Source: an optimization exercise on an open RTL-to-GDS flow (aim: small area, a short achievable clock period and few clock cycles). Production flows keep margins and buffers that such runs may drop. Only simulation tests tie the RTL to the original design; equivalence was not proved. No activity file was given, so power comes from the tool's default toggle rates.

north:
## sc_core
module sc_core(
  input wire clk,
  input wire rst,
  output logic [15:0] imem_addr,
  input wire [31:0] imem_rdata,
  output logic [6:0] dmem_addr,
  output logic dmem_we,
  output logic [31:0] dmem_wdata,
  input wire [31:0] dmem_rdata,
  output logic halted
);
  localparam int NB = 4;    
  localparam int TW = 8;    
  logic [15:0] fa;                        
  logic        s1_v, s2_v;                
  logic [15:0] s1_np, s2_np;              
  logic        s1_bt, s2_bt;              
  logic [1:0]  s1_bi, s2_bi;              
  logic        q0_v, q1_v;
  logic [31:0] q0_w, q1_w;
  logic [15:0] q0_np, q1_np;
  logic        q0_bt, q1_bt;
  logic [1:0]  q0_bi, q1_bi;
  logic [31:0] pc_d;                      
  logic [NB-1:0] btb_v;
  logic [TW-1:0] btb_tag [NB];
  logic [TW-1:0] btb_tgt [NB];
  logic [1:0]    btb_rr;
  logic        x_v;
  logic [31:0] x_a, x_b, x_alt;
  logic        x_fa, x_fb;                
  logic        x_add, x_sub, x_and, x_or, x_xor, x_slt, x_sltu;
  logic        x_sll, x_sra, x_sh, x_selalt;
  logic        x_br, x_jalrg, x_pred;
  logic [2:0]  x_f3;
  logic        x_wr;                      
  logic [4:0]  x_rd;
  logic [TW-1:0] x_tag;
  logic [1:0]  x_bi;
  logic        l0_v, l1_v, l2_v;
  ...
Size in the first run: about 6100 cells after synthesis, ~120 I/O pins.
Settings: LEC_CHECK=0, CAP_MARGIN=20, CORE_MARGIN=2, CORE_UTILIZATION=50, CTS_CLUSTER_DIAMETER=80, CTS_CLUSTER_SIZE=24, PLACE_DENSITY=0.65, SLEW_MARGIN=20; clock period 16.0 ns.
standard.sh (not shown) runs the stock make flow with config.mk's settings and CLKGATE_MAP_FILE= SYNTH_SCRIPT=/design/flow/synth_recipe.tcl, a recipe that flattens the netlist after the stock synthesis.
==> flow/flow/run.sh <==
#!/bin/bash
set -euo pipefail
bash standard.sh SETUP_SLACK_MARGIN=11.4 finish > standard_flow.log 2>&1
Testbench counts of north, summed over its fixed seeds: cycles 158,294.
[inputs] south vs north
--- a/flow/design.v
+++ b/flow/design.v
@@ -97,13 +97,12 @@
         f_tgt = f_tgt | btb_tgt[i];
       end
     end
     f_pred = f_hit ? {fa[15:TW], f_tgt} : fa + 16'd1;
   end
   assign imem_addr = fa;
-  assign dmem_wdata = x_b;                
   logic [31:0] ir;
   assign ir = q0_w;
   logic [6:0] opc;
   logic [2:0] f3;
   logic [6:0] f7;
   logic [4:0] rs1, rs2, rdf;
@@ -389,14 +388,15 @@
     l0_rd <= rdf;
     l1_rd <= l0_rd;
     l2_rd <= l1_rd;
     wb_rd <= l2_v ? l2_rd : x_rd;
     wb_val <= l2_v ? dmem_rdata : x_res;
     dmem_addr <= maddr[8:2];
+    dmem_wdata <= v2;
     x_a <= is_lui ? imm_u : is_auipc ? tgt : v1;
-    x_b <= (is_opi || is_jalr) ? imm_i : (is_op || is_br || is_st) ? v2 : 32'b0;
+    x_b <= (is_opi || is_jalr) ? imm_i : (is_op || is_br) ? v2 : 32'b0;
     x_fa <= need_x1 && (xw1 || l21);
     x_fb <= need_x2 && (xw2 || l22);
     x_add <= a_add || a_sub;
     x_sub <= a_sub || a_slt || a_sltu || is_br;
     x_and <= a_and;
     x_or <= a_or;
Notes after the runs:
south vs north: hold slack up
Having completed the whole flow, south delivered a layout that passed the timing, design-rule and antenna checks.
Headroom to the max-slew limit in south is 2.7 points below north.
[compare] base=north new=south: worst path setup slack after routing moved down; final cell utilization of the core moved down; post-layout instance area moved up; share of synthesized flip-flops with an asynchronous set or reset level; power moved up.
Portion of total power attributed to combinational logic delta (south -> north): insignificant
Testbench counts of south, summed over its fixed seeds: cycles 158,294.

## raven
sc_core, a different RTL version from the one above (not shown whole).
For scale: roughly 1500 flip-flops, roughly 120 I/O pins, about 74000 sq um of cells after synthesis.
clock: 16.0 ns
lec_check: 0
cap_margin: 20
core_margin: 2
core_utilization: 50
cts_cluster_diameter: 80
cts_cluster_size: 24
place_density: 0.65
slew_margin: 20
==> flow/flow/run.sh <==
#!/bin/bash
set -euo pipefail
bash standard.sh SETUP_SLACK_MARGIN=11.6 finish > standard_flow.log 2>&1
Testbench counts of raven, summed over its fixed seeds: cycles 157,190.
The following lists how tundra was set up differently from raven:
-- flow/design.v --
<<< raven, line 114
  end
  assign imem_addr = fa;
  logic [31:0] ir;
  assign ir = q0_w;
>>> tundra, line 114
  end
  assign imem_addr = fa;
  assign dmem_wdata = x_b;                
  logic [31:0] ir;
  assign ir = q0_w;
<<< raven, line 396
    wb_val <= l2_v ? dmem_rdata : x_res;
    dmem_addr <= maddr[8:2];
    dmem_wdata <= v2;
    x_a <= is_lui ? imm_u : is_auipc ? tgt : v1;
    x_b <= (is_opi || is_jalr) ? imm_i : (is_op || is_br) ? v2 : 32'b0;
    x_fa <= need_x1 && (xw1 || l21);
    x_fb <= need_x2 && (xw2 || l22);
>>> tundra, line 397
    wb_val <= l2_v ? dmem_rdata : x_res;
    dmem_addr <= maddr[8:2];
    x_a <= is_lui ? imm_u : is_auipc ? tgt : v1;
    x_b <= (is_opi || is_jalr) ? imm_i : (is_op || is_br || is_st) ? v2 : 32'b0;
    x_fa <= need_x1 && (xw1 || l21);
    x_fb <= need_x2 && (xw2 || l22);
### Flow results
raven finished all stages; the layout is clean.
No stage failed in tundra, and the final checks on the layout all came back clean.
Higher relative contribution of sequential cells to total power goes to tundra over raven.
Comparing raven and tundra, global-route wire length before repair is higher on raven.
Side by side, clock-buffer cell count turned out lower in tundra than in raven.
tundra vs. raven: count of mapped cells out of synthesis went down by about 1.2%.
met1 track demand over resource in global routing, raven and tundra, higher one = raven.
Compared with raven, in tundra final cell count went down by 0.31%; final area shrank by 720 sq um; detailed router's first-iteration violation count -about 5.4%; insertion delay of the later-clocked pin in the worst-skew pair held steady.
Against raven, tundra comes in 1.7 points higher on final cycle utilization of the critical path.
tundra: chip width lower than raven
raven consumes more power than tundra.
Of the two values seen for critical path startpoint, q0_w[20] was produced by raven and q0_w[15] by tundra.
Looking at half-perimeter wire length after placement, tundra sits 0.79% higher than raven does.
tundra — worst path setup slack after routing 270 ps lower, raven as reference
Testbench counts of tundra, summed over its fixed seeds: cycles 157,190.

sc_core, a different RTL version from the one above (not shown whole).
Size in the first run: ~6,100 cells after synthesis, roughly 1,500 flip-flops, roughly 120 I/O pins, roughly 74,000 um2 of cells after synthesis.
export LEC_CHECK = 0
export CAP_MARGIN = 20
export CORE_MARGIN = 2
export CORE_UTILIZATION = 50
export CTS_CLUSTER_DIAMETER = 80
export CTS_CLUSTER_SIZE = 24
export PLACE_DENSITY = 0.65
export SLEW_MARGIN = 20
create_clock -name core_clock -period 16.0 [get_ports {clk}]
==> flow/flow/run.sh <==
#!/bin/bash
set -euo pipefail
bash standard.sh SETUP_SLACK_MARGIN=11.4 finish > standard_flow.log 2>&1
Testbench counts at the start, summed over its fixed seeds: cycles 157,190.
Edit:
--- a/flow/design.v
+++ b/flow/design.v
@@ -344,29 +344,26 @@
     end else if (q1_v) begin
       q0_v <= 1'b1;
       q1_v <= s2_v;
     end else begin
       q0_v <= s2_v;
     end
   end
   always_ff @(posedge clk) begin
     if (rst) pc_d <= 32'd0;
     else if (xr) pc_d <= xr_pc;
     else if (issue) pc_d <= npc;
   end
-  logic [8:0] mimm, maddr_rf, maddr_wb, maddr;
-  assign mimm = is_st ? imm_s[8:0] : imm_i[8:0];
-  assign maddr_rf = rf1[8:0] + mimm;
-  assign maddr_wb = wb_val[8:0] + mimm;
-  assign maddr = (wb_v && wb_rd == rs1) ? maddr_wb : maddr_rf;
+  logic [8:0] maddr;
+  assign maddr = v1[8:0] + (is_st ? imm_s[8:0] : imm_i[8:0]);
   always_ff @(posedge clk) begin
     if (rst) begin
       x_v <= 1'b0;
       l0_v <= 1'b0;
       l1_v <= 1'b0;
       l2_v <= 1'b0;
       wb_v <= 1'b0;
       dmem_we <= 1'b0;
       halted <= 1'b0;
     end else begin
       x_v <= issue;
       l0_v <= issue && is_ld && rdf != 5'd0;
Effect: The changed run went through all stages and came out clean. Final area barely changes. Non-clock buffer count is lower by 20. Global-route usage shrinks by 0.43 points. Routed wire length decreases by 0.84%. Synthesized cell count rises by 1.4%. Via count is higher by 0.39%.
Testbench counts after the change, summed over its fixed seeds: cycles 157,190.

[afterwards: timing with drivers on the ports]
The results above use ideal ports. As a check the final layouts listed here were re-extracted and re-timed, cells and wires unchanged.
Step 1: set_driving_cell puts a clkbuf_16 on clk and a buf_2 on each other input, an assumption about the parent block.
Step 2 adds t to the input delays and takes it off the output delays; t is the mean of the earliest and latest rising clock arrival at the registers after step 1. Input paths then give back, and output paths get back, about the clock's delay inside the block.
Three values: ideal ports, drivers, drivers and shift; two values: the first two.
run | t (ns) | slack for setup (ns) | worst data-port slew with drivers (ns)
north | 0.843 | 11.274 / 11.274 / 10.758 | 0.07
south | 0.833 | 11.227 / 11.227 / 10.760 | 0.05
raven | 0.852 | 11.427 / 11.419 / 10.884 | 0.06
tundra | 0.833 | 11.156 / 11.156 / 11.002 | 0.08
the first run of note 3 | 0.850 | 11.257 / 11.257 / 11.048 | 0.05
the second run of note 3 | 0.851 | 11.075 / 11.075 / 10.839 | 0.07
After both steps every run listed still meets setup and hold. The setup slack of raven, which loses most, moves by -0.008 ns with the drivers and by -0.543 ns with both steps.
